From an optimization exercise on the open Yosys and OpenROAD flow, aimed at small area and a short achievable clock period; shortcuts taken in it are not production practice.
Function not checked in this run: the RTL went through the layout flow alone.

## flow/run.sh

```bash
#!/bin/bash
# synth_recipe.tcl (not shown) runs the flow's synth.tcl, then flattens the netlist and writes it again
# the make line also repeats each setting of config.mk as NAME=value (left out here)
make -C /OpenROAD-flow-scripts/flow DESIGN_CONFIG=/design/flow/config.mk WORK_HOME=/design/flow/orfs CLKGATE_MAP_FILE= SYNTH_SCRIPT=/design/flow/synth_recipe.tcl finish
```

## flow/config.mk

```make
export PLATFORM = sky130hd
export DESIGN_NAME = izhikevich_neuron
export DESIGN_NICKNAME = izhikevich_neuron
export VERILOG_FILES = /design/flow/design.v
export SDC_FILE = /design/flow/constraint.sdc
export NUM_CORES = 4
export LEC_CHECK = 0
export CAP_MARGIN = 20
export CORE_MARGIN = 2
export CORE_UTILIZATION = 40
export PLACE_DENSITY = 0.6
export SLEW_MARGIN = 20
```

## flow/constraint.sdc

```tcl
create_clock -name core_clock -period 12.0 [get_ports {clk}]
set_input_delay 2.4000 -clock core_clock [delete_from_list [all_inputs] [get_ports {clk}]]
set_output_delay 2.4000 -clock core_clock [all_outputs]
set_load 0.01 [all_outputs]
```

## flow/design.v

```verilog
module izhikevich_neuron #(parameter DT = 16'h0100)
(
    input wire clk,
    input wire rst,
    input wire [15:0] I,
    output reg spike
);
    reg [15:0] v, u;
    wire sp = ~v[15] & (v[14:0] >= 15'd7680);
  wire pp1 = v[0] & v[1];
  wire pp2 = v[0] & v[2];
  wire pp3 = v[0] & v[3];
  wire pp4 = v[0] & v[4];
  wire pp5 = v[0] & v[5];
  wire pp6 = v[0] & v[6];
  wire pp7 = v[0] & v[7];
  wire pp8 = v[0] & v[8];
  wire pp9 = v[0] & v[9];
  wire pp10 = v[0] & v[10];
  wire pp11 = v[0] & v[11];
  wire pp12 = v[0] & v[12];
  wire pp13 = v[0] & v[13];
  wire pp14 = v[0] & v[14];
  wire pp15 = v[1] & v[2];
  wire pp16 = v[1] & v[3];
  wire pp17 = v[1] & v[4];
  wire pp18 = v[1] & v[5];
  wire pp19 = v[1] & v[6];
  wire pp20 = v[1] & v[7];
  wire pp21 = v[1] & v[8];
  wire pp22 = v[1] & v[9];
  wire pp23 = v[1] & v[10];
  wire pp24 = v[1] & v[11];
  wire pp25 = v[1] & v[12];
  wire pp26 = v[1] & v[13];
  wire pp27 = v[1] & v[14];
  wire pp28 = v[2] & v[3];
  wire pp29 = v[2] & v[4];
  wire pp30 = v[2] & v[5];
  wire pp31 = v[2] & v[6];
  wire pp32 = v[2] & v[7];
  wire pp33 = v[2] & v[8];
  wire pp34 = v[2] & v[9];
  wire pp35 = v[2] & v[10];
  wire pp36 = v[2] & v[11];
  wire pp37 = v[2] & v[12];
  wire pp38 = v[2] & v[13];
  wire pp39 = v[2] & v[14];
  wire pp40 = v[3] & v[4];
  wire pp41 = v[3] & v[5];
  wire pp42 = v[3] & v[6];
  wire pp43 = v[3] & v[7];
  wire pp44 = v[3] & v[8];
  wire pp45 = v[3] & v[9];
  wire pp46 = v[3] & v[10];
  wire pp47 = v[3] & v[11];
  wire pp48 = v[3] & v[12];
  wire pp49 = v[3] & v[13];
  wire pp50 = v[3] & v[14];
  wire pp51 = v[4] & v[5];
  wire pp52 = v[4] & v[6];
  wire pp53 = v[4] & v[7];
  wire pp54 = v[4] & v[8];
  wire pp55 = v[4] & v[9];
  wire pp56 = v[4] & v[10];
  wire pp57 = v[4] & v[11];
  wire pp58 = v[4] & v[12];
  wire pp59 = v[4] & v[13];
  wire pp60 = v[4] & v[14];
  wire pp61 = v[5] & v[6];
  wire pp62 = v[5] & v[7];
  wire pp63 = v[5] & v[8];
  wire pp64 = v[5] & v[9];
  wire pp65 = v[5] & v[10];
  wire pp66 = v[5] & v[11];
  wire pp67 = v[5] & v[12];
  wire pp68 = v[5] & v[13];
  wire pp69 = v[5] & v[14];
  wire pp70 = v[6] & v[7];
  wire pp71 = v[6] & v[8];
  wire pp72 = v[6] & v[9];
  wire pp73 = v[6] & v[10];
  wire pp74 = v[6] & v[11];
  wire pp75 = v[6] & v[12];
  wire pp76 = v[6] & v[13];
  wire pp77 = v[6] & v[14];
  wire pp78 = v[7] & v[8];
  wire pp79 = v[7] & v[9];
  wire pp80 = v[7] & v[10];
  wire pp81 = v[7] & v[11];
  wire pp82 = v[7] & v[12];
  wire pp83 = v[7] & v[13];
  wire pp84 = v[7] & v[14];
  wire pp85 = v[8] & v[9];
  wire pp86 = v[8] & v[10];
  wire pp87 = v[8] & v[11];
  wire pp88 = v[8] & v[12];
  wire pp89 = v[8] & v[13];
  wire pp90 = v[8] & v[14];
  wire pp91 = v[9] & v[10];
  wire pp92 = v[9] & v[11];
  wire pp93 = v[9] & v[12];
  wire pp94 = v[9] & v[13];
  wire pp95 = v[10] & v[11];
  wire pp96 = v[10] & v[12];
  wire pn97 = ~(v[15] & v[0]);
  wire pn98 = ~(v[15] & v[1]);
  wire pn99 = ~(v[15] & v[2]);
  wire pn100 = ~(v[15] & v[3]);
  wire pn101 = ~(v[15] & v[4]);
  wire pn102 = ~(v[15] & v[5]);
  wire pn103 = ~(v[15] & v[6]);
  wire pn104 = ~(v[15] & v[7]);
  wire qs105 = v[2] ^ pp3 ^ pp15;
  wire qc106 = (v[2] & pp3) | (v[2] & pp15) | (pp3 & pp15);
  wire qs107 = pp4 ^ pp16 ^ qc106;
  wire qc108 = (pp4 & pp16) | (pp4 & qc106) | (pp16 & qc106);
  wire qs109 = v[3] ^ pp5 ^ pp17;
  wire qc110 = (v[3] & pp5) | (v[3] & pp17) | (pp5 & pp17);
  wire qs111 = pp28 ^ qs109 ^ qc108;
  wire qc112 = (pp28 & qs109) | (pp28 & qc108) | (qs109 & qc108);
  wire qs113 = pp6 ^ pp18 ^ pp29;
  wire qc114 = (pp6 & pp18) | (pp6 & pp29) | (pp18 & pp29);
  wire qs115 = qc110 ^ qs113 ^ qc112;
  wire qc116 = (qc110 & qs113) | (qc110 & qc112) | (qs113 & qc112);
  wire qs117 = v[4] ^ pp7 ^ pp19;
  wire qc118 = (v[4] & pp7) | (v[4] & pp19) | (pp7 & pp19);
  wire qs119 = pp30 ^ pp40 ^ qc114;
  wire qc120 = (pp30 & pp40) | (pp30 & qc114) | (pp40 & qc114);
  wire qs121 = qs117 ^ qs119 ^ qc116;
  wire qc122 = (qs117 & qs119) | (qs117 & qc116) | (qs119 & qc116);
  wire qs123 = pp8 ^ pp20 ^ pp31;
  wire qc124 = (pp8 & pp20) | (pp8 & pp31) | (pp20 & pp31);
  wire qs125 = pp41 ^ qc118 ^ qs123;
  wire qc126 = (pp41 & qc118) | (pp41 & qs123) | (qc118 & qs123);
  wire qs127 = qc120 ^ qs125 ^ qc122;
  wire qc128 = (qc120 & qs125) | (qc120 & qc122) | (qs125 & qc122);
  wire qs129 = v[5] ^ pp9 ^ pp21;
  wire qc130 = (v[5] & pp9) | (v[5] & pp21) | (pp9 & pp21);
  wire qs131 = pp32 ^ pp42 ^ pp51;
  wire qc132 = (pp32 & pp42) | (pp32 & pp51) | (pp42 & pp51);
  wire qs133 = qc124 ^ qs129 ^ qs131;
  wire qc134 = (qc124 & qs129) | (qc124 & qs131) | (qs129 & qs131);
  wire qs135 = qc126 ^ qs133 ^ qc128;
  wire qc136 = (qc126 & qs133) | (qc126 & qc128) | (qs133 & qc128);
  wire qs137 = pp10 ^ pp22 ^ pp33;
  wire qc138 = (pp10 & pp22) | (pp10 & pp33) | (pp22 & pp33);
  wire qs139 = pp43 ^ pp52 ^ qc130;
  wire qc140 = (pp43 & pp52) | (pp43 & qc130) | (pp52 & qc130);
  wire qs141 = qc132 ^ qs137 ^ qc134;
  wire qc142 = (qc132 & qs137) | (qc132 & qc134) | (qs137 & qc134);
  wire qs143 = qs139 ^ qs141 ^ qc136;
  wire qc144 = (qs139 & qs141) | (qs139 & qc136) | (qs141 & qc136);
  wire qs145 = v[6] ^ pp11 ^ pp23;
  wire qc146 = (v[6] & pp11) | (v[6] & pp23) | (pp11 & pp23);
  wire qs147 = pp34 ^ pp44 ^ pp53;
  wire qc148 = (pp34 & pp44) | (pp34 & pp53) | (pp44 & pp53);
  wire qs149 = pp61 ^ qc138 ^ qs145;
  wire qc150 = (pp61 & qc138) | (pp61 & qs145) | (qc138 & qs145);
  wire qs151 = qs147 ^ qc140 ^ qs149;
  wire qc152 = (qs147 & qc140) | (qs147 & qs149) | (qc140 & qs149);
  wire qs153 = qc142 ^ qs151 ^ qc144;
  wire qc154 = (qc142 & qs151) | (qc142 & qc144) | (qs151 & qc144);
  wire qs155 = pp12 ^ pp24 ^ pp35;
  wire qc156 = (pp12 & pp24) | (pp12 & pp35) | (pp24 & pp35);
  wire qs157 = pp45 ^ pp54 ^ pp62;
  wire qc158 = (pp45 & pp54) | (pp45 & pp62) | (pp54 & pp62);
  wire qs159 = qc146 ^ qc148 ^ qs155;
  wire qc160 = (qc146 & qc148) | (qc146 & qs155) | (qc148 & qs155);
  wire qs161 = qs157 ^ qc150 ^ qs159;
  wire qc162 = (qs157 & qc150) | (qs157 & qs159) | (qc150 & qs159);
  wire qs163 = qc152 ^ qs161 ^ qc154;
  wire qc164 = (qc152 & qs161) | (qc152 & qc154) | (qs161 & qc154);
  wire qs165 = v[7] ^ pp13 ^ pp25;
  wire qc166 = (v[7] & pp13) | (v[7] & pp25) | (pp13 & pp25);
  wire qs167 = pp36 ^ pp46 ^ pp55;
  wire qc168 = (pp36 & pp46) | (pp36 & pp55) | (pp46 & pp55);
  wire qs169 = pp63 ^ pp70 ^ qc156;
  wire qc170 = (pp63 & pp70) | (pp63 & qc156) | (pp70 & qc156);
  wire qs171 = qc158 ^ qs165 ^ qs167;
  wire qc172 = (qc158 & qs165) | (qc158 & qs167) | (qs165 & qs167);
  wire qs173 = qc160 ^ qs169 ^ qs171;
  wire qc174 = (qc160 & qs169) | (qc160 & qs171) | (qs169 & qs171);
  wire qs175 = qc162 ^ qs173 ^ qc164;
  wire qc176 = (qc162 & qs173) | (qc162 & qc164) | (qs173 & qc164);
  wire qs177 = pp14 ^ pp26 ^ pp37;
  wire qc178 = (pp14 & pp26) | (pp14 & pp37) | (pp26 & pp37);
  wire qs179 = pp47 ^ pp56 ^ pp64;
  wire qc180 = (pp47 & pp56) | (pp47 & pp64) | (pp56 & pp64);
  wire qs181 = pp71 ^ qc166 ^ qc168;
  wire qc182 = (pp71 & qc166) | (pp71 & qc168) | (qc166 & qc168);
  wire qs183 = qs177 ^ qs179 ^ qc170;
  wire qc184 = (qs177 & qs179) | (qs177 & qc170) | (qs179 & qc170);
  wire qs185 = qc172 ^ qs181 ^ qc174;
  wire qc186 = (qc172 & qs181) | (qc172 & qc174) | (qs181 & qc174);
  wire qs187 = qs183 ^ qs185 ^ qc176;
  wire qc188 = (qs183 & qs185) | (qs183 & qc176) | (qs185 & qc176);
  wire qs189 = 1'b1 ^ v[8] ^ pp27;
  wire qc190 = (1'b1 & v[8]) | (1'b1 & pp27) | (v[8] & pp27);
  wire qs191 = pp38 ^ pp48 ^ pp57;
  wire qc192 = (pp38 & pp48) | (pp38 & pp57) | (pp48 & pp57);
  wire qs193 = pp65 ^ pp72 ^ pp78;
  wire qc194 = (pp65 & pp72) | (pp65 & pp78) | (pp72 & pp78);
  wire qs195 = pn97 ^ qc178 ^ qc180;
  wire qc196 = (pn97 & qc178) | (pn97 & qc180) | (qc178 & qc180);
  wire qs197 = qs189 ^ qs191 ^ qs193;
  wire qc198 = (qs189 & qs191) | (qs189 & qs193) | (qs191 & qs193);
  wire qs199 = qc182 ^ qs195 ^ qs197;
  wire qc200 = (qc182 & qs195) | (qc182 & qs197) | (qs195 & qs197);
  wire qs201 = qc184 ^ qs199 ^ qc186;
  wire qc202 = (qc184 & qs199) | (qc184 & qc186) | (qs199 & qc186);
  wire qs203 = pp39 ^ pp49 ^ pp58;
  wire qc204 = (pp39 & pp49) | (pp39 & pp58) | (pp49 & pp58);
  wire qs205 = pp66 ^ pp73 ^ pp79;
  wire qc206 = (pp66 & pp73) | (pp66 & pp79) | (pp73 & pp79);
  wire qs207 = pn98 ^ qc190 ^ qc192;
  wire qc208 = (pn98 & qc190) | (pn98 & qc192) | (qc190 & qc192);
  wire qs209 = qc194 ^ qs203 ^ qs205;
  wire qc210 = (qc194 & qs203) | (qc194 & qs205) | (qs203 & qs205);
  wire qs211 = qc196 ^ qc198 ^ qs207;
  wire qc212 = (qc196 & qc198) | (qc196 & qs207) | (qc198 & qs207);
  wire qs213 = qs209 ^ qc200 ^ qs211;
  wire qc214 = (qs209 & qc200) | (qs209 & qs211) | (qc200 & qs211);
  wire qs215 = v[9] ^ pp50 ^ pp59;
  wire qc216 = (v[9] & pp50) | (v[9] & pp59) | (pp50 & pp59);
  wire qs217 = pp67 ^ pp74 ^ pp80;
  wire qc218 = (pp67 & pp74) | (pp67 & pp80) | (pp74 & pp80);
  wire qs219 = pp85 ^ pn99 ^ qc204;
  wire qc220 = (pp85 & pn99) | (pp85 & qc204) | (pn99 & qc204);
  wire qs221 = qc206 ^ qs215 ^ qs217;
  wire qc222 = (qc206 & qs215) | (qc206 & qs217) | (qs215 & qs217);
  wire qs223 = qc208 ^ qc210 ^ qs219;
  wire qc224 = (qc208 & qc210) | (qc208 & qs219) | (qc210 & qs219);
  wire qs225 = qs221 ^ qc212 ^ qs223;
  wire qc226 = (qs221 & qc212) | (qs221 & qs223) | (qc212 & qs223);
  wire qs227 = pp60 ^ pp68 ^ pp75;
  wire qc228 = (pp60 & pp68) | (pp60 & pp75) | (pp68 & pp75);
  wire qs229 = pp81 ^ pp86 ^ pn100;
  wire qc230 = (pp81 & pp86) | (pp81 & pn100) | (pp86 & pn100);
  wire qs231 = qc216 ^ qc218 ^ qs227;
  wire qc232 = (qc216 & qc218) | (qc216 & qs227) | (qc218 & qs227);
  wire qs233 = qs229 ^ qc220 ^ qc222;
  wire qc234 = (qs229 & qc220) | (qs229 & qc222) | (qc220 & qc222);
  wire qs235 = qs231 ^ qc224 ^ qs233;
  wire qc236 = (qs231 & qc224) | (qs231 & qs233) | (qc224 & qs233);
  wire qs237 = v[10] ^ pp69 ^ pp76;
  wire qc238 = (v[10] & pp69) | (v[10] & pp76) | (pp69 & pp76);
  wire qs239 = pp82 ^ pp87 ^ pp91;
  wire qc240 = (pp82 & pp87) | (pp82 & pp91) | (pp87 & pp91);
  wire qs241 = pn101 ^ qc228 ^ qc230;
  wire qc242 = (pn101 & qc228) | (pn101 & qc230) | (qc228 & qc230);
  wire qs243 = qs237 ^ qs239 ^ qc232;
  wire qc244 = (qs237 & qs239) | (qs237 & qc232) | (qs239 & qc232);
  wire qs245 = qs241 ^ qc234 ^ qs243;
  wire qc246 = (qs241 & qc234) | (qs241 & qs243) | (qc234 & qs243);
  wire qs247 = pp77 ^ pp83 ^ pp88;
  wire qc248 = (pp77 & pp83) | (pp77 & pp88) | (pp83 & pp88);
  wire qs249 = pp92 ^ pn102 ^ qc238;
  wire qc250 = (pp92 & pn102) | (pp92 & qc238) | (pn102 & qc238);
  wire qs251 = qc240 ^ qs247 ^ qc242;
  wire qc252 = (qc240 & qs247) | (qc240 & qc242) | (qs247 & qc242);
  wire qs253 = qs249 ^ qc244 ^ qs251;
  wire qc254 = (qs249 & qc244) | (qs249 & qs251) | (qc244 & qs251);
  wire qs255 = v[11] ^ pp84 ^ pp89;
  wire qc256 = (v[11] & pp84) | (v[11] & pp89) | (pp84 & pp89);
  wire qs257 = pp93 ^ pp95 ^ pn103;
  wire qc258 = (pp93 & pp95) | (pp93 & pn103) | (pp95 & pn103);
  wire qs259 = qc248 ^ qs255 ^ qs257;
  wire qc260 = (qc248 & qs255) | (qc248 & qs257) | (qs255 & qs257);
  wire qs261 = qc250 ^ qs259 ^ qc252;
  wire qc262 = (qc250 & qs259) | (qc250 & qc252) | (qs259 & qc252);
  wire qs263 = pp90 ^ pp94 ^ pp96;
  wire qc264 = (pp90 & pp94) | (pp90 & pp96) | (pp94 & pp96);
  wire qs265 = pn104 ^ qc256 ^ qc258;
  wire qc266 = (pn104 & qc256) | (pn104 & qc258) | (qc256 & qc258);
  wire qs267 = qs263 ^ qc260 ^ qs265;
  wire qc268 = (qs263 & qc260) | (qs263 & qs265) | (qc260 & qs265);
  wire ag269 = pp1 & v[1];
  wire ap270 = pp1 ^ v[1];
  wire ag271 = qc188 & qs201;
  wire ap272 = qc188 ^ qs201;
  wire ag273 = qc202 & qs213;
  wire ap274 = qc202 ^ qs213;
  wire ag275 = qc214 & qs225;
  wire ap276 = qc214 ^ qs225;
  wire ag277 = qc226 & qs235;
  wire ap278 = qc226 ^ qs235;
  wire ag279 = qc236 & qs245;
  wire ap280 = qc236 ^ qs245;
  wire ag281 = qc246 & qs253;
  wire ap282 = qc246 ^ qs253;
  wire ag283 = qc254 & qs261;
  wire ap284 = qc254 ^ qs261;
  wire ag285 = qc262 & qs267;
  wire ap286 = qc262 ^ qs267;
  wire aG287 = pp2 & ag269;
  wire aP288 = pp2 & ap270;
  wire aG289 = ag273 | (ap274 & ag271);
  wire aP290 = ap274 & ap272;
  wire aG291 = ag277 | (ap278 & ag275);
  wire aP292 = ap278 & ap276;
  wire aG293 = ag281 | (ap282 & ag279);
  wire aP294 = ap282 & ap280;
  wire aG295 = ag285 | (ap286 & ag283);
  wire aP296 = ap286 & ap284;
  wire aG297 = ag275 | (ap276 & aG289);
  wire aP298 = ap276 & aP290;
  wire aG299 = aG291 | (aP292 & aG289);
  wire aP300 = aP292 & aP290;
  wire aG301 = ag283 | (ap284 & aG293);
  wire aP302 = ap284 & aP294;
  wire aG303 = aG295 | (aP296 & aG293);
  wire aP304 = aP296 & aP294;
  wire aG305 = qs105 & aG287;
  wire aP306 = qs105 & aP288;
  wire aG307 = qs107 & aG287;
  wire aP308 = qs107 & aP288;
  wire aG309 = qs111 & aG287;
  wire aP310 = qs111 & aP288;
  wire aG311 = qs115 & aG287;
  wire aP312 = qs115 & aP288;
  wire aG313 = ag279 | (ap280 & aG299);
  wire aP314 = ap280 & aP300;
  wire aG315 = aG293 | (aP294 & aG299);
  wire aP316 = aP294 & aP300;
  wire aG317 = aG301 | (aP302 & aG299);
  wire aP318 = aP302 & aP300;
  wire aG319 = aG303 | (aP304 & aG299);
  wire aP320 = aP304 & aP300;
  wire aG321 = qs121 & aG311;
  wire aP322 = qs121 & aP312;
  wire aG323 = qs127 & aG311;
  wire aP324 = qs127 & aP312;
  wire aG325 = qs135 & aG311;
  wire aP326 = qs135 & aP312;
  wire aG327 = qs143 & aG311;
  wire aP328 = qs143 & aP312;
  wire aG329 = qs153 & aG311;
  wire aP330 = qs153 & aP312;
  wire aG331 = qs163 & aG311;
  wire aP332 = qs163 & aP312;
  wire aG333 = qs175 & aG311;
  wire aP334 = qs175 & aP312;
  wire aG335 = qs187 & aG311;
  wire aP336 = qs187 & aP312;
  wire aG337 = ag271 | (ap272 & aG335);
  wire aP338 = ap272 & aP336;
  wire aG339 = aG289 | (aP290 & aG335);
  wire aP340 = aP290 & aP336;
  wire aG341 = aG297 | (aP298 & aG335);
  wire aP342 = aP298 & aP336;
  wire aG343 = aG299 | (aP300 & aG335);
  wire aP344 = aP300 & aP336;
  wire aG345 = aG313 | (aP314 & aG335);
  wire aP346 = aP314 & aP336;
  wire aG347 = aG315 | (aP316 & aG335);
  wire aP348 = aP316 & aP336;
  wire aG349 = aG317 | (aP318 & aG335);
  wire aP350 = aP318 & aP336;
  wire aG351 = aG319 | (aP320 & aG335);
  wire aP352 = aP320 & aP336;
  wire as353 = qs121 ^ aG311;
  wire as354 = qs127 ^ aG321;
  wire as355 = qs135 ^ aG323;
  wire as356 = qs143 ^ aG325;
  wire as357 = qs153 ^ aG327;
  wire as358 = qs163 ^ aG329;
  wire as359 = qs175 ^ aG331;
  wire as360 = qs187 ^ aG333;
  wire as361 = ap272 ^ aG335;
  wire as362 = ap274 ^ aG337;
  wire as363 = ap276 ^ aG339;
  wire as364 = ap278 ^ aG341;
  wire as365 = ap280 ^ aG343;
  wire as366 = ap282 ^ aG345;
  wire as367 = ap284 ^ aG347;
  wire as368 = ap286 ^ aG349;
  wire [15:0] vsq = {as368, as367, as366, as365, as364, as363, as362, as361, as360, as359, as358, as357, as356, as355, as354, as353};
  wire [15:0] x;
  assign x[0] = u[0];
  wire xg369 = v[0] & ~u[1];
  wire xp370 = v[0] ^ ~u[1];
  wire xg371 = v[1] & ~u[2];
  wire xp372 = v[1] ^ ~u[2];
  wire xg373 = v[2] & ~u[3];
  wire xp374 = v[2] ^ ~u[3];
  wire xg375 = v[3] & ~u[4];
  wire xp376 = v[3] ^ ~u[4];
  wire xg377 = v[4] & ~u[5];
  wire xp378 = v[4] ^ ~u[5];
  wire xg379 = v[5] & ~u[6];
  wire xp380 = v[5] ^ ~u[6];
  wire xg381 = v[6] & ~u[7];
  wire xp382 = v[6] ^ ~u[7];
  wire xg383 = v[7] & ~u[8];
  wire xp384 = v[7] ^ ~u[8];
  wire xg385 = v[8] & ~u[9];
  wire xp386 = v[8] ^ ~u[9];
  wire xg387 = v[9] & ~u[10];
  wire xp388 = v[9] ^ ~u[10];
  wire xg389 = v[10] & ~u[11];
  wire xp390 = v[10] ^ ~u[11];
  wire xg391 = v[11] & ~u[12];
  wire xp392 = v[11] ^ ~u[12];
  wire xg393 = v[12] & ~u[13];
  wire xp394 = v[12] ^ ~u[13];
  wire xg395 = v[13] & ~u[14];
  wire xp396 = v[13] ^ ~u[14];
  wire xg397 = v[14] & ~u[15];
  wire xp398 = v[14] ^ ~u[15];
  wire xG399 = xg369 | (xp370 & ~u[0]);
  wire xP400 = xp370 & 1'b0;
  wire xG401 = xg373 | (xp374 & xg371);
  wire xP402 = xp374 & xp372;
  wire xG403 = xg377 | (xp378 & xg375);
  wire xP404 = xp378 & xp376;
  wire xG405 = xg381 | (xp382 & xg379);
  wire xP406 = xp382 & xp380;
  wire xG407 = xg385 | (xp386 & xg383);
  wire xP408 = xp386 & xp384;
  wire xG409 = xg389 | (xp390 & xg387);
  wire xP410 = xp390 & xp388;
  wire xG411 = xg393 | (xp394 & xg391);
  wire xP412 = xp394 & xp392;
  wire xG413 = xg397 | (xp398 & xg395);
  wire xP414 = xp398 & xp396;
  wire xG415 = xg371 | (xp372 & xG399);
  wire xP416 = xp372 & xP400;
  wire xG417 = xG401 | (xP402 & xG399);
  wire xP418 = xP402 & xP400;
  wire xG419 = xg379 | (xp380 & xG403);
  wire xP420 = xp380 & xP404;
  wire xG421 = xG405 | (xP406 & xG403);
  wire xP422 = xP406 & xP404;
  wire xG423 = xg387 | (xp388 & xG407);
  wire xP424 = xp388 & xP408;
  wire xG425 = xG409 | (xP410 & xG407);
  wire xP426 = xP410 & xP408;
  wire xG427 = xg395 | (xp396 & xG411);
  wire xP428 = xp396 & xP412;
  wire xG429 = xG413 | (xP414 & xG411);
  wire xP430 = xP414 & xP412;
  wire xG431 = xg375 | (xp376 & xG417);
  wire xP432 = xp376 & xP418;
  wire xG433 = xG403 | (xP404 & xG417);
  wire xP434 = xP404 & xP418;
  wire xG435 = xG419 | (xP420 & xG417);
  wire xP436 = xP420 & xP418;
  wire xG437 = xG421 | (xP422 & xG417);
  wire xP438 = xP422 & xP418;
  wire xG439 = xg391 | (xp392 & xG425);
  wire xP440 = xp392 & xP426;
  wire xG441 = xG411 | (xP412 & xG425);
  wire xP442 = xP412 & xP426;
  wire xG443 = xG427 | (xP428 & xG425);
  wire xP444 = xP428 & xP426;
  wire xG445 = xG429 | (xP430 & xG425);
  wire xP446 = xP430 & xP426;
  wire xG447 = xg383 | (xp384 & xG437);
  wire xP448 = xp384 & xP438;
  wire xG449 = xG407 | (xP408 & xG437);
  wire xP450 = xP408 & xP438;
  wire xG451 = xG423 | (xP424 & xG437);
  wire xP452 = xP424 & xP438;
  wire xG453 = xG425 | (xP426 & xG437);
  wire xP454 = xP426 & xP438;
  wire xG455 = xG439 | (xP440 & xG437);
  wire xP456 = xP440 & xP438;
  wire xG457 = xG441 | (xP442 & xG437);
  wire xP458 = xP442 & xP438;
  wire xG459 = xG443 | (xP444 & xG437);
  wire xP460 = xP444 & xP438;
  wire xG461 = xG445 | (xP446 & xG437);
  wire xP462 = xP446 & xP438;
  wire xs463 = xp370 ^ ~u[0];
  wire xs464 = xp372 ^ xG399;
  wire xs465 = xp374 ^ xG415;
  wire xs466 = xp376 ^ xG417;
  wire xs467 = xp378 ^ xG431;
  wire xs468 = xp380 ^ xG433;
  wire xs469 = xp382 ^ xG435;
  wire xs470 = xp384 ^ xG437;
  wire xs471 = xp386 ^ xG447;
  wire xs472 = xp388 ^ xG449;
  wire xs473 = xp390 ^ xG451;
  wire xs474 = xp392 ^ xG453;
  wire xs475 = xp394 ^ xG455;
  wire xs476 = xp396 ^ xG457;
  wire xs477 = xp398 ^ xG459;
  assign x[15:1] = {xs477, xs476, xs475, xs474, xs473, xs472, xs471, xs470, xs469, xs468, xs467, xs466, xs465, xs464, xs463};
  wire ws478 = x[0] ^ I[0] ^ vsq[0];
  wire wc479 = (x[0] & I[0]) | (x[0] & vsq[0]) | (I[0] & vsq[0]);
  wire ws480 = vsq[2] ^ vsq[5] ^ ws478;
  wire wc481 = (vsq[2] & vsq[5]) | (vsq[2] & ws478) | (vsq[5] & ws478);
  wire ws482 = x[1] ^ I[1] ^ vsq[1];
  wire wc483 = (x[1] & I[1]) | (x[1] & vsq[1]) | (I[1] & vsq[1]);
  wire ws484 = vsq[3] ^ vsq[6] ^ wc479;
  wire wc485 = (vsq[3] & vsq[6]) | (vsq[3] & wc479) | (vsq[6] & wc479);
  wire ws486 = ws482 ^ wc481 ^ ws484;
  wire wc487 = (ws482 & wc481) | (ws482 & ws484) | (wc481 & ws484);
  wire ws488 = v[0] ^ x[2] ^ I[2];
  wire wc489 = (v[0] & x[2]) | (v[0] & I[2]) | (x[2] & I[2]);
  wire ws490 = ws488 ^ vsq[2] ^ vsq[4];
  wire wc491 = (ws488 & vsq[2]) | (ws488 & vsq[4]) | (vsq[2] & vsq[4]);
  wire ws492 = vsq[7] ^ wc483 ^ ws490;
  wire wc493 = (vsq[7] & wc483) | (vsq[7] & ws490) | (wc483 & ws490);
  wire ws494 = wc485 ^ ws492 ^ wc487;
  wire wc495 = (wc485 & ws492) | (wc485 & wc487) | (ws492 & wc487);
  wire ws496 = v[1] ^ x[3] ^ I[3];
  wire wc497 = (v[1] & x[3]) | (v[1] & I[3]) | (x[3] & I[3]);
  wire ws498 = wc489 ^ ws496 ^ vsq[3];
  wire wc499 = (wc489 & ws496) | (wc489 & vsq[3]) | (ws496 & vsq[3]);
  wire ws500 = vsq[5] ^ vsq[8] ^ wc491;
  wire wc501 = (vsq[5] & vsq[8]) | (vsq[5] & wc491) | (vsq[8] & wc491);
  wire ws502 = ws498 ^ wc493 ^ ws500;
  wire wc503 = (ws498 & wc493) | (ws498 & ws500) | (wc493 & ws500);
  wire ws504 = v[2] ^ x[4] ^ I[4];
  wire wc505 = (v[2] & x[4]) | (v[2] & I[4]) | (x[4] & I[4]);
  wire ws506 = wc497 ^ ws504 ^ vsq[4];
  wire wc507 = (wc497 & ws504) | (wc497 & vsq[4]) | (ws504 & vsq[4]);
  wire ws508 = vsq[6] ^ vsq[9] ^ wc499;
  wire wc509 = (vsq[6] & vsq[9]) | (vsq[6] & wc499) | (vsq[9] & wc499);
  wire ws510 = ws506 ^ wc501 ^ ws508;
  wire wc511 = (ws506 & wc501) | (ws506 & ws508) | (wc501 & ws508);
  wire ws512 = v[3] ^ x[5] ^ I[5];
  wire wc513 = (v[3] & x[5]) | (v[3] & I[5]) | (x[5] & I[5]);
  wire ws514 = wc505 ^ ws512 ^ vsq[5];
  wire wc515 = (wc505 & ws512) | (wc505 & vsq[5]) | (ws512 & vsq[5]);
  wire ws516 = vsq[7] ^ vsq[10] ^ wc507;
  wire wc517 = (vsq[7] & vsq[10]) | (vsq[7] & wc507) | (vsq[10] & wc507);
  wire ws518 = ws514 ^ wc509 ^ ws516;
  wire wc519 = (ws514 & wc509) | (ws514 & ws516) | (wc509 & ws516);
  wire ws520 = v[4] ^ x[6] ^ I[6];
  wire wc521 = (v[4] & x[6]) | (v[4] & I[6]) | (x[6] & I[6]);
  wire ws522 = wc513 ^ ws520 ^ vsq[6];
  wire wc523 = (wc513 & ws520) | (wc513 & vsq[6]) | (ws520 & vsq[6]);
  wire ws524 = vsq[8] ^ vsq[11] ^ wc515;
  wire wc525 = (vsq[8] & vsq[11]) | (vsq[8] & wc515) | (vsq[11] & wc515);
  wire ws526 = ws522 ^ wc517 ^ ws524;
  wire wc527 = (ws522 & wc517) | (ws522 & ws524) | (wc517 & ws524);
  wire ws528 = v[5] ^ x[7] ^ I[7];
  wire wc529 = (v[5] & x[7]) | (v[5] & I[7]) | (x[7] & I[7]);
  wire ws530 = wc521 ^ ws528 ^ vsq[7];
  wire wc531 = (wc521 & ws528) | (wc521 & vsq[7]) | (ws528 & vsq[7]);
  wire ws532 = vsq[9] ^ vsq[12] ^ wc523;
  wire wc533 = (vsq[9] & vsq[12]) | (vsq[9] & wc523) | (vsq[12] & wc523);
  wire ws534 = ws530 ^ wc525 ^ ws532;
  wire wc535 = (ws530 & wc525) | (ws530 & ws532) | (wc525 & ws532);
  wire ws536 = v[6] ^ x[8] ^ I[8];
  wire wc537 = (v[6] & x[8]) | (v[6] & I[8]) | (x[8] & I[8]);
  wire ws538 = wc529 ^ ws536 ^ vsq[8];
  wire wc539 = (wc529 & ws536) | (wc529 & vsq[8]) | (ws536 & vsq[8]);
  wire ws540 = vsq[10] ^ vsq[13] ^ wc531;
  wire wc541 = (vsq[10] & vsq[13]) | (vsq[10] & wc531) | (vsq[13] & wc531);
  wire ws542 = ws538 ^ wc533 ^ ws540;
  wire wc543 = (ws538 & wc533) | (ws538 & ws540) | (wc533 & ws540);
  wire ws544 = v[7] ^ x[9] ^ I[9];
  wire wc545 = (v[7] & x[9]) | (v[7] & I[9]) | (x[9] & I[9]);
  wire ws546 = wc537 ^ ws544 ^ vsq[9];
  wire wc547 = (wc537 & ws544) | (wc537 & vsq[9]) | (ws544 & vsq[9]);
  wire ws548 = vsq[11] ^ vsq[14] ^ wc539;
  wire wc549 = (vsq[11] & vsq[14]) | (vsq[11] & wc539) | (vsq[14] & wc539);
  wire ws550 = ws546 ^ wc541 ^ ws548;
  wire wc551 = (ws546 & wc541) | (ws546 & ws548) | (wc541 & ws548);
  wire ws552 = v[8] ^ x[10] ^ I[10];
  wire wc553 = (v[8] & x[10]) | (v[8] & I[10]) | (x[10] & I[10]);
  wire ws554 = wc545 ^ ws552 ^ vsq[10];
  wire wc555 = (wc545 & ws552) | (wc545 & vsq[10]) | (ws552 & vsq[10]);
  wire ws556 = vsq[12] ^ ~vsq[15] ^ wc547;
  wire wc557 = (vsq[12] & ~vsq[15]) | (vsq[12] & wc547) | (~vsq[15] & wc547);
  wire ws558 = ws554 ^ wc549 ^ ws556;
  wire wc559 = (ws554 & wc549) | (ws554 & ws556) | (wc549 & ws556);
  wire ws560 = 1'b1 ^ v[9] ^ x[11];
  wire wc561 = (1'b1 & v[9]) | (1'b1 & x[11]) | (v[9] & x[11]);
  wire ws562 = I[11] ^ ws560 ^ wc553;
  wire wc563 = (I[11] & ws560) | (I[11] & wc553) | (ws560 & wc553);
  wire ws564 = ws562 ^ vsq[11] ^ vsq[13];
  wire wc565 = (ws562 & vsq[11]) | (ws562 & vsq[13]) | (vsq[11] & vsq[13]);
  wire ws566 = wc555 ^ ws564 ^ wc557;
  wire wc567 = (wc555 & ws564) | (wc555 & wc557) | (ws564 & wc557);
  wire ws568 = v[10] ^ x[12] ^ I[12];
  wire wc569 = (v[10] & x[12]) | (v[10] & I[12]) | (x[12] & I[12]);
  wire ws570 = wc561 ^ ws568 ^ wc563;
  wire wc571 = (wc561 & ws568) | (wc561 & wc563) | (ws568 & wc563);
  wire ws572 = ws570 ^ vsq[12] ^ vsq[14];
  wire wc573 = (ws570 & vsq[12]) | (ws570 & vsq[14]) | (vsq[12] & vsq[14]);
  wire ws574 = wc565 ^ ws572 ^ wc567;
  wire wc575 = (wc565 & ws572) | (wc565 & wc567) | (ws572 & wc567);
  wire ws576 = 1'b1 ^ v[11] ^ x[13];
  wire wc577 = (1'b1 & v[11]) | (1'b1 & x[13]) | (v[11] & x[13]);
  wire ws578 = I[13] ^ ws576 ^ wc569;
  wire wc579 = (I[13] & ws576) | (I[13] & wc569) | (ws576 & wc569);
  wire ws580 = ws578 ^ wc571 ^ vsq[13];
  wire wc581 = (ws578 & wc571) | (ws578 & vsq[13]) | (wc571 & vsq[13]);
  wire ws582 = ~vsq[15] ^ wc573 ^ ws580;
  wire wc583 = (~vsq[15] & wc573) | (~vsq[15] & ws580) | (wc573 & ws580);
  wire ws584 = 1'b1 ^ v[12] ^ x[14];
  wire wc585 = (1'b1 & v[12]) | (1'b1 & x[14]) | (v[12] & x[14]);
  wire ws586 = I[14] ^ wc577 ^ ws584;
  wire wc587 = (I[14] & wc577) | (I[14] & ws584) | (wc577 & ws584);
  wire ws588 = ws586 ^ wc579 ^ vsq[14];
  wire wc589 = (ws586 & wc579) | (ws586 & vsq[14]) | (wc579 & vsq[14]);
  wire ws590 = wc581 ^ ws588 ^ wc583;
  wire wc591 = (wc581 & ws588) | (wc581 & wc583) | (ws588 & wc583);
  wire ws592 = 1'b1 ^ v[13] ^ x[15];
  wire wc593 = (1'b1 & v[13]) | (1'b1 & x[15]) | (v[13] & x[15]);
  wire ws594 = I[15] ^ wc585 ^ ws592;
  wire wc595 = (I[15] & wc585) | (I[15] & ws592) | (wc585 & ws592);
  wire ws596 = wc587 ^ ws594 ^ ~vsq[15];
  wire wc597 = (wc587 & ws594) | (wc587 & ~vsq[15]) | (ws594 & ~vsq[15]);
  wire ws598 = wc589 ^ ws596 ^ wc591;
  wire wc599 = (wc589 & ws596) | (wc589 & wc591) | (ws596 & wc591);
  wire bg600 = vsq[0] & vsq[3];
  wire bp601 = vsq[0] ^ vsq[3];
  wire bg602 = vsq[1] & vsq[4];
  wire bp603 = vsq[1] ^ vsq[4];
  wire bg604 = wc495 & ws502;
  wire bp605 = wc495 ^ ws502;
  wire bg606 = wc503 & ws510;
  wire bp607 = wc503 ^ ws510;
  wire bg608 = wc511 & ws518;
  wire bp609 = wc511 ^ ws518;
  wire bg610 = wc519 & ws526;
  wire bp611 = wc519 ^ ws526;
  wire bg612 = wc527 & ws534;
  wire bp613 = wc527 ^ ws534;
  wire bg614 = wc535 & ws542;
  wire bp615 = wc535 ^ ws542;
  wire bg616 = wc543 & ws550;
  wire bp617 = wc543 ^ ws550;
  wire bg618 = wc551 & ws558;
  wire bp619 = wc551 ^ ws558;
  wire bg620 = wc559 & ws566;
  wire bp621 = wc559 ^ ws566;
  wire bg622 = wc575 & ws582;
  wire bp623 = wc575 ^ ws582;
  wire bG624 = ws480 & bg602;
  wire bP625 = ws480 & bp603;
  wire bG626 = bg606 | (bp607 & bg604);
  wire bP627 = bp607 & bp605;
  wire bG628 = bg610 | (bp611 & bg608);
  wire bP629 = bp611 & bp609;
  wire bG630 = bg614 | (bp615 & bg612);
  wire bP631 = bp615 & bp613;
  wire bG632 = bg618 | (bp619 & bg616);
  wire bP633 = bp619 & bp617;
  wire bG634 = ws574 & bg620;
  wire bP635 = ws574 & bp621;
  wire bG636 = ws590 & bg622;
  wire bP637 = ws590 & bp623;
  wire bG638 = ws486 & bG624;
  wire bP639 = ws486 & bP625;
  wire bG640 = ws494 & bG624;
  wire bP641 = ws494 & bP625;
  wire bG642 = bg608 | (bp609 & bG626);
  wire bP643 = bp609 & bP627;
  wire bG644 = bG628 | (bP629 & bG626);
  wire bP645 = bP629 & bP627;
  wire bG646 = bg616 | (bp617 & bG630);
  wire bP647 = bp617 & bP631;
  wire bG648 = bG632 | (bP633 & bG630);
  wire bP649 = bP633 & bP631;
  wire bG650 = bg622 | (bp623 & bG634);
  wire bP651 = bp623 & bP635;
  wire bG652 = bG636 | (bP637 & bG634);
  wire bP653 = bP637 & bP635;
  wire bG654 = bg602 | (bp603 & bg600);
  wire bP655 = bp603 & bp601;
  wire bG656 = bG624 | (bP625 & bg600);
  wire bP657 = bP625 & bp601;
  wire bG658 = bG638 | (bP639 & bg600);
  wire bP659 = bP639 & bp601;
  wire bG660 = bG640 | (bP641 & bg600);
  wire bP661 = bP641 & bp601;
  wire bG662 = bg612 | (bp613 & bG644);
  wire bP663 = bp613 & bP645;
  wire bG664 = bG630 | (bP631 & bG644);
  wire bP665 = bP631 & bP645;
  wire bG666 = bG646 | (bP647 & bG644);
  wire bP667 = bP647 & bP645;
  wire bG668 = bG648 | (bP649 & bG644);
  wire bP669 = bP649 & bP645;
  wire bG670 = ws598 & bG652;
  wire bP671 = ws598 & bP653;
  wire bG672 = bg604 | (bp605 & bG660);
  wire bP673 = bp605 & bP661;
  wire bG674 = bG626 | (bP627 & bG660);
  wire bP675 = bP627 & bP661;
  wire bG676 = bG642 | (bP643 & bG660);
  wire bP677 = bP643 & bP661;
  wire bG678 = bG644 | (bP645 & bG660);
  wire bP679 = bP645 & bP661;
  wire bG680 = bG662 | (bP663 & bG660);
  wire bP681 = bP663 & bP661;
  wire bG682 = bG664 | (bP665 & bG660);
  wire bP683 = bP665 & bP661;
  wire bG684 = bG666 | (bP667 & bG660);
  wire bP685 = bP667 & bP661;
  wire bG686 = bG668 | (bP669 & bG660);
  wire bP687 = bP669 & bP661;
  wire bG688 = bg620 | (bp621 & bG686);
  wire bP689 = bp621 & bP687;
  wire bG690 = bG634 | (bP635 & bG686);
  wire bP691 = bP635 & bP687;
  wire bG692 = bG650 | (bP651 & bG686);
  wire bP693 = bP651 & bP687;
  wire bG694 = bG652 | (bP653 & bG686);
  wire bP695 = bP653 & bP687;
  wire bG696 = bG670 | (bP671 & bG686);
  wire bP697 = bP671 & bP687;
  wire bs698 = ws480 ^ bG654;
  wire bs699 = ws486 ^ bG656;
  wire bs700 = ws494 ^ bG658;
  wire bs701 = bp605 ^ bG660;
  wire bs702 = bp607 ^ bG672;
  wire bs703 = bp609 ^ bG674;
  wire bs704 = bp611 ^ bG676;
  wire bs705 = bp613 ^ bG678;
  wire bs706 = bp615 ^ bG680;
  wire bs707 = bp617 ^ bG682;
  wire bs708 = bp619 ^ bG684;
  wire bs709 = bp621 ^ bG686;
  wire bs710 = ws574 ^ bG688;
  wire bs711 = bp623 ^ bG690;
  wire bs712 = ws590 ^ bG692;
  wire bs713 = ws598 ^ bG694;
  wire [15:0] vn = {bs713, bs712, bs711, bs710, bs709, bs708, bs707, bs706, bs705, bs704, bs703, bs702, bs701, bs700, bs699, bs698};
  wire [15:0] xg = x & {16{~sp}};
  wire ys714 = xg[0] ^ xg[2] ^ xg[6];
  wire yc715 = (xg[0] & xg[2]) | (xg[0] & xg[6]) | (xg[2] & xg[6]);
  wire ys716 = xg[1] ^ xg[3] ^ xg[7];
  wire yc717 = (xg[1] & xg[3]) | (xg[1] & xg[7]) | (xg[3] & xg[7]);
  wire ys718 = u[0] ^ xg[2] ^ xg[4];
  wire yc719 = (u[0] & xg[2]) | (u[0] & xg[4]) | (xg[2] & xg[4]);
  wire ys720 = xg[8] ^ yc717 ^ ys718;
  wire yc721 = (xg[8] & yc717) | (xg[8] & ys718) | (yc717 & ys718);
  wire ys722 = u[1] ^ xg[3] ^ xg[5];
  wire yc723 = (u[1] & xg[3]) | (u[1] & xg[5]) | (xg[3] & xg[5]);
  wire ys724 = xg[9] ^ yc719 ^ ys722;
  wire yc725 = (xg[9] & yc719) | (xg[9] & ys722) | (yc719 & ys722);
  wire ys726 = u[2] ^ xg[4] ^ xg[6];
  wire yc727 = (u[2] & xg[4]) | (u[2] & xg[6]) | (xg[4] & xg[6]);
  wire ys728 = xg[10] ^ yc723 ^ ys726;
  wire yc729 = (xg[10] & yc723) | (xg[10] & ys726) | (yc723 & ys726);
  wire ys730 = u[3] ^ xg[5] ^ xg[7];
  wire yc731 = (u[3] & xg[5]) | (u[3] & xg[7]) | (xg[5] & xg[7]);
  wire ys732 = xg[11] ^ yc727 ^ ys730;
  wire yc733 = (xg[11] & yc727) | (xg[11] & ys730) | (yc727 & ys730);
  wire ys734 = u[4] ^ xg[6] ^ xg[8];
  wire yc735 = (u[4] & xg[6]) | (u[4] & xg[8]) | (xg[6] & xg[8]);
  wire ys736 = xg[12] ^ yc731 ^ ys734;
  wire yc737 = (xg[12] & yc731) | (xg[12] & ys734) | (yc731 & ys734);
  wire ys738 = u[5] ^ xg[7] ^ xg[9];
  wire yc739 = (u[5] & xg[7]) | (u[5] & xg[9]) | (xg[7] & xg[9]);
  wire ys740 = xg[13] ^ yc735 ^ ys738;
  wire yc741 = (xg[13] & yc735) | (xg[13] & ys738) | (yc735 & ys738);
  wire ys742 = u[6] ^ xg[8] ^ xg[10];
  wire yc743 = (u[6] & xg[8]) | (u[6] & xg[10]) | (xg[8] & xg[10]);
  wire ys744 = xg[14] ^ yc739 ^ ys742;
  wire yc745 = (xg[14] & yc739) | (xg[14] & ys742) | (yc739 & ys742);
  wire ys746 = 1'b1 ^ u[7] ^ xg[9];
  wire yc747 = (1'b1 & u[7]) | (1'b1 & xg[9]) | (u[7] & xg[9]);
  wire ys748 = xg[11] ^ ~xg[15] ^ yc743;
  wire yc749 = (xg[11] & ~xg[15]) | (xg[11] & yc743) | (~xg[15] & yc743);
  wire ys750 = ys746 ^ yc745 ^ ys748;
  wire yc751 = (ys746 & yc745) | (ys746 & ys748) | (yc745 & ys748);
  wire ys752 = 1'b1 ^ u[8] ^ xg[10];
  wire yc753 = (1'b1 & u[8]) | (1'b1 & xg[10]) | (u[8] & xg[10]);
  wire ys754 = xg[12] ^ yc747 ^ ys752;
  wire yc755 = (xg[12] & yc747) | (xg[12] & ys752) | (yc747 & ys752);
  wire ys756 = yc749 ^ ys754 ^ yc751;
  wire yc757 = (yc749 & ys754) | (yc749 & yc751) | (ys754 & yc751);
  wire ys758 = 1'b1 ^ u[9] ^ xg[11];
  wire yc759 = (1'b1 & u[9]) | (1'b1 & xg[11]) | (u[9] & xg[11]);
  wire ys760 = xg[13] ^ yc753 ^ ys758;
  wire yc761 = (xg[13] & yc753) | (xg[13] & ys758) | (yc753 & ys758);
  wire ys762 = yc755 ^ ys760 ^ yc757;
  wire yc763 = (yc755 & ys760) | (yc755 & yc757) | (ys760 & yc757);
  wire ys764 = 1'b1 ^ u[10] ^ xg[12];
  wire yc765 = (1'b1 & u[10]) | (1'b1 & xg[12]) | (u[10] & xg[12]);
  wire ys766 = xg[14] ^ yc759 ^ ys764;
  wire yc767 = (xg[14] & yc759) | (xg[14] & ys764) | (yc759 & ys764);
  wire ys768 = yc761 ^ ys766 ^ yc763;
  wire yc769 = (yc761 & ys766) | (yc761 & yc763) | (ys766 & yc763);
  wire ys770 = u[11] ^ sp ^ xg[13];
  wire yc771 = (u[11] & sp) | (u[11] & xg[13]) | (sp & xg[13]);
  wire ys772 = ~xg[15] ^ yc765 ^ ys770;
  wire yc773 = (~xg[15] & yc765) | (~xg[15] & ys770) | (yc765 & ys770);
  wire ys774 = yc767 ^ ys772 ^ yc769;
  wire yc775 = (yc767 & ys772) | (yc767 & yc769) | (ys772 & yc769);
  wire ys776 = 1'b1 ^ u[12] ^ xg[14];
  wire yc777 = (1'b1 & u[12]) | (1'b1 & xg[14]) | (u[12] & xg[14]);
  wire ys778 = yc771 ^ ys776 ^ yc773;
  wire yc779 = (yc771 & ys776) | (yc771 & yc773) | (ys776 & yc773);
  wire ys780 = u[13] ^ ~xg[15] ^ yc777;
  wire yc781 = (u[13] & ~xg[15]) | (u[13] & yc777) | (~xg[15] & yc777);
  wire ys782 = 1'b1 ^ u[14] ^ yc781;
  wire yc783 = (1'b1 & u[14]) | (1'b1 & yc781) | (u[14] & yc781);
  wire ys784 = 1'b1 ^ u[15] ^ yc783;
  wire yc785 = (1'b1 & u[15]) | (1'b1 & yc783) | (u[15] & yc783);
  wire cg786 = xg[0] & xg[4];
  wire cp787 = xg[0] ^ xg[4];
  wire cg788 = xg[1] & xg[5];
  wire cp789 = xg[1] ^ xg[5];
  wire cg790 = yc715 & ys716;
  wire cp791 = yc715 ^ ys716;
  wire cg792 = yc721 & ys724;
  wire cp793 = yc721 ^ ys724;
  wire cg794 = yc725 & ys728;
  wire cp795 = yc725 ^ ys728;
  wire cg796 = yc729 & ys732;
  wire cp797 = yc729 ^ ys732;
  wire cg798 = yc733 & ys736;
  wire cp799 = yc733 ^ ys736;
  wire cg800 = yc737 & ys740;
  wire cp801 = yc737 ^ ys740;
  wire cg802 = yc741 & ys744;
  wire cp803 = yc741 ^ ys744;
  wire cg804 = yc775 & ys778;
  wire cp805 = yc775 ^ ys778;
  wire cg806 = yc779 & ys780;
  wire cp807 = yc779 ^ ys780;
  wire cG808 = cg788 | (cp789 & cg786);
  wire cP809 = cp789 & cp787;
  wire cG810 = cg796 | (cp797 & cg794);
  wire cP811 = cp797 & cp795;
  wire cG812 = cg800 | (cp801 & cg798);
  wire cP813 = cp801 & cp799;
  wire cG814 = ys750 & cg802;
  wire cP815 = ys750 & cp803;
  wire cG816 = cg806 | (cp807 & cg804);
  wire cP817 = cp807 & cp805;
  wire cG818 = ys714 & cG808;
  wire cP819 = ys714 & cP809;
  wire cG820 = cg790 | (cp791 & cG808);
  wire cP821 = cp791 & cP809;
  wire cG822 = cg794 | (cp795 & cg792);
  wire cP823 = cp795 & cp793;
  wire cG824 = cG810 | (cP811 & cg792);
  wire cP825 = cP811 & cp793;
  wire cG826 = cg802 | (cp803 & cG812);
  wire cP827 = cp803 & cP813;
  wire cG828 = cG814 | (cP815 & cG812);
  wire cP829 = cP815 & cP813;
  wire cG830 = ys782 & cG816;
  wire cP831 = ys782 & cP817;
  wire cG832 = ys784 & cG816;
  wire cP833 = ys784 & cP817;
  wire cG834 = cg798 | (cp799 & cG824);
  wire cP835 = cp799 & cP825;
  wire cG836 = cG812 | (cP813 & cG824);
  wire cP837 = cP813 & cP825;
  wire cG838 = cG826 | (cP827 & cG824);
  wire cP839 = cP827 & cP825;
  wire cG840 = cG828 | (cP829 & cG824);
  wire cP841 = cP829 & cP825;
  wire cG842 = ys720 & cG820;
  wire cP843 = ys720 & cP821;
  wire cG844 = cg792 | (cp793 & cG820);
  wire cP845 = cp793 & cP821;
  wire cG846 = cG822 | (cP823 & cG820);
  wire cP847 = cP823 & cP821;
  wire cG848 = cG824 | (cP825 & cG820);
  wire cP849 = cP825 & cP821;
  wire cG850 = cG834 | (cP835 & cG820);
  wire cP851 = cP835 & cP821;
  wire cG852 = cG836 | (cP837 & cG820);
  wire cP853 = cP837 & cP821;
  wire cG854 = cG838 | (cP839 & cG820);
  wire cP855 = cP839 & cP821;
  wire cG856 = cG840 | (cP841 & cG820);
  wire cP857 = cP841 & cP821;
  wire cG858 = ys756 & cG856;
  wire cP859 = ys756 & cP857;
  wire cG860 = ys762 & cG856;
  wire cP861 = ys762 & cP857;
  wire cG862 = ys768 & cG856;
  wire cP863 = ys768 & cP857;
  wire cG864 = ys774 & cG856;
  wire cP865 = ys774 & cP857;
  wire cG866 = cg804 | (cp805 & cG856);
  wire cP867 = cp805 & cP857;
  wire cG868 = cG816 | (cP817 & cG856);
  wire cP869 = cP817 & cP857;
  wire cG870 = cG830 | (cP831 & cG856);
  wire cP871 = cP831 & cP857;
  wire cG872 = cG832 | (cP833 & cG856);
  wire cP873 = cP833 & cP857;
  wire cs874 = ys720 ^ cG820;
  wire cs875 = cp793 ^ cG842;
  wire cs876 = cp795 ^ cG844;
  wire cs877 = cp797 ^ cG846;
  wire cs878 = cp799 ^ cG848;
  wire cs879 = cp801 ^ cG850;
  wire cs880 = cp803 ^ cG852;
  wire cs881 = ys750 ^ cG854;
  wire cs882 = ys756 ^ cG856;
  wire cs883 = ys762 ^ cG858;
  wire cs884 = ys768 ^ cG860;
  wire cs885 = ys774 ^ cG862;
  wire cs886 = cp805 ^ cG864;
  wire cs887 = cp807 ^ cG866;
  wire cs888 = ys782 ^ cG868;
  wire cs889 = ys784 ^ cG870;
  wire [15:0] un = {cs889, cs888, cs887, cs886, cs885, cs884, cs883, cs882, cs881, cs880, cs879, cs878, cs877, cs876, cs875, cs874};
    always @(posedge clk or posedge rst) begin
        if (rst) begin
            v <= 16'hBF00;
            u <= 16'h0000;
            spike <= 1'b0;
        end else begin
            v <= sp ? 16'hBF00 : vn;
            u <= un;
            spike <= sp;
        end
    end
endmodule
```

==> load_flow_metrics.sql <==
INSERT INTO impl_metrics (metric_group, metric, value, unit) VALUES
('run_status', 'status', 'timing/DRC/antenna clean', ''),
('timing', 'final_max_slew_viol_count', '0', ''),
('timing', 'worst_slack', '2500', 'ps'),
('setup_path', 'cp-end-kind', 'flip-flop', ''),
('synthesis', 'synth.top_cell.area_share', '41.0', '%'),
('floorplan', 'die_area', '20400', 'µm²'),
('floorplan', 'num_rows', '50', ''),
('synthesis', 'syn_inst_count', '817', ''),
('hold_path', 'holdPathStages', '2', ''),
('synthesis', 'synth.avg_cell_area', '9.44', 'µm²'),
('placed_design', 'io_buffer_count', '18', ''),
('timing', 'layout_min_cycle_time', '9500', 'ps'),
('floorplan', 'initial_utilization', '41.0', '%'),
('setup_path', 'depth_of_the_most_critical_reg_to_reg_path', '36', ''),
('cts', 'cts_resized', '0', ''),
('timing', 'period_share', '79.1', '%'),
('finish', 'final_layout_size_suffix_gt1_share', '3.51', '%'),
('hold_path', 'path_type_of_the_worst_min_delay_path', 'flip-flop to flip-flop', ''),
('routing', 'detail_route.wl_per_cell', '15.6', 'µm'),
('synthesis', 'ys_top_cells_by_area', 'fa_1 41%, inv_1 10%, ha_1 9.1%', ''),
('routing', 'remaining_drc_errors', '0', ''),
('synthesis', 'synth.top_cells.by_count', '206 x inv_1, 158 x fa_1, 61 x nand2_1', ''),
('cts', 'tritoncts_clock_tree', 'done', ''),
('global_route', 'maximum_number_of_pins_on_one_net_before_global_route_repair', '34', ''),
('cts', 'cts.repair_timing.setup_buffer_count', '0', ''),
('routing', 'route.detailed.vias_per_inst', '4.75', ''),
('finish', 'final-instance-count-excl-fill', '1087', ''),
('synthesis', 'async_reset_ff_share', '100', '%'),
('timing', 'setup_viol', '0', ''),
('finish', 'n_antenna_cell', '0', ''),
('synthesis', 'synth.net_count', '1049', ''),
('setup_path', 'path_common_cell', 'fa_1', ''),
('run', 'timing.max_cap.violations', '0', ''),
('cts', 'tritoncts_num_sinks', '33', ''),
('cts', 'clock-root-buffer', 'clkbuf_16', ''),
('cts', 'hold_buffers', '0', ''),
('global_route', 'first_global_vias', '5619', ''),
('synthesis', 'ys_types', '56', ''),
('cts', 'htreeDepth', '2', ''),
('floorplan', 'io_pins', '19', ''),
('timing', 'timing.fmax', '105', 'MHz'),
('timing', 'final.setup_skew', '6.00', 'ps'),
('cts', 'clockBufferDepth', '2', ''),
('routing', 'drt_pass_1_iters', '4', ''),
('floorplan', 'coreArea', '18800', 'µm²'),
('synthesis', 'yosys_warnings', '1', ''),
('timing', 'worst_slew_pin_slew', '784', 'ps'),
('synthesis', 'most_repeated_cell_in_the_gate_level_netlist_after_synthesis', 'inv_1', ''),
('timing', 'report.final.hold_viol_count', '0', ''),
('global_route', 'grt_antenna_before_repair', '0', ''),
('finish', 'area_delta_synth_final', '7.82', '%'),
('global_route', 'globalRouteOverflowTotal', '0', ''),
('floorplan', 'die_h', '143', 'µm'),
('floorplan', 'chipWidth', '143', 'µm'),
('finish', 'nFillCells', '1859', ''),
('cts', 'path_clk_slew', '60', 'ps'),
('synthesis', 'yosysSeqAreaShare', '10.8', '%'),
('setup_path', 'data_arrival_time_of_the_worst_path', '9680', 'ps'),
('setup_path', 'crit_required', '12190', 'ps'),
('timing', 'maxSlewHeadroom', '47.7', '%'),
('placed_design', 'dp_cells', '1079', ''),
('finish', 'finish.net_count', '1058', ''),
('synthesis', 'synth_top_flop_cell', 'dfrtp_1', ''),
('setup_path', 'slowest_delay', '830', 'ps'),
('placed_design', 'globalplace.congestion', '0.817', ''),
('routing', 'drt_wl_total', '16900', 'µm'),
('routing', 'detailedRoute.firstIterationViolations', '182', '');
-- state kept, by name, summed over array words and instances (netlist names) --
| name | cells |
|---|---|
| spike | 1 |
| u | 16 |
| v | 16 |
-- cell usage in the layout (no fill, tap or decap), drive strengths merged, types with 4 or more instances in the layout --
cell           synthesis  routed
inv                  207     207
fa                   158     158
nand2                 61      61
ha                    56      56
and2                  55      55
xnor2                 48      48
nor2                  46      46
dfrtp                 26      26
a21oi                 22      22
xor2                  21      21
clkdlybuf4s50          0      18
o21ai                 11      11
nor3                  11      11
a21o                   8       8
dfstp                  7       7
clkbuf                14       7
nand3                  5       5
nand2b                 4       4
-- logic make-up (layout without fill, tap and decap cells) --
family	after synthesis	after routing	synth area share [%]
buffers and inverters	224	234	10.9
adder cells (fa/ha/maj)	217	217	50.5
AND/OR/NAND/NOR	201	201	12.8
XOR/XNOR	71	71	8.52
AO/OA/AOI/OAI	69	69	6.12
flip-flops	33	33	10.8
multiplexers	2	2	0.276
-- worst max-delay path: cells and delay by family, from the launching register on --
family,cells,cell delay (ps)
simple gates,6,850
buf+inv,7,490
flops,1,830
fa+ha+maj,14,5180
xor+xnor,2,570
compound gates,7,1450
-- final timing paths --
path,to,start,slack (ps)
max in group asynchronous,v[15],rst,9120
setup reg to reg,v[12],v[5],2500
hold / removal,u[15],u[15],620
hold reg to reg,u[15],u[15],620
setup / recovery,v[12],v[5],2500
min in group asynchronous,u[6],rst,2520
-- routing by layer --
layer,GRT usage (%),up-vias,share of wire (%)
met4,2.97,0,1.1
met3,1.88,13,3.8
met1,27.0,2597,48
met2,30.9,90,47
met5,0,-,0
li1,-,2462,-
-- cell type report --
class	count	area, µm²	area share (%)
multi-input cells	560	6030	72.6
inverters	207	777	9.34
clock buffers	7	153	1.84
well taps	260	325	3.91
flip-flops and latches	33	835	10.0
repair buffers	19	188	2.26
clock inverters	1	5.00	0.0602
-- stage by stage --
| stage | util [%] | area, µm² | hold slack (ps) |
|---|---|---|---|
| after floorplan | - | 7710 | 593 |
| final | 44.2 | 8320 | 623 |
| after CTS | 44.2 | 8320 | 629 |
| after global routing | 44.2 | 8320 | 670 |
| after detailed placement | 43.3 | 8160 | 619 |
| after global placement | 43.3 | 8160 | 619 |

[afterwards: timing with drivers on the ports]
The results above use ideal ports. As a check the final layout listed here was re-extracted and re-timed, cells and wires unchanged. Step 1 assumes that a clkbuf_16 drives the clock port and a buf_2 every other input. Step 2 moves the port delays by t, midway between the first and last clock arrival at a register: inputs arrive t later, outputs are due t later. That takes back most of the time a late clock gives input paths. Slacks: no drivers / after step 1 / after step 2; pairs: no drivers / after step 1.
shift t [ns]: 0.313
setup slack, ns: 2.504 / 2.504 / 2.504
worst setup path at the end: register to register
worst data-port slew with drivers (ns): 0.04
After both steps setup and hold are still met in this run. For this run, drivers alone change the setup slack by 0.000 ns; drivers and shift together by 0.000 ns.
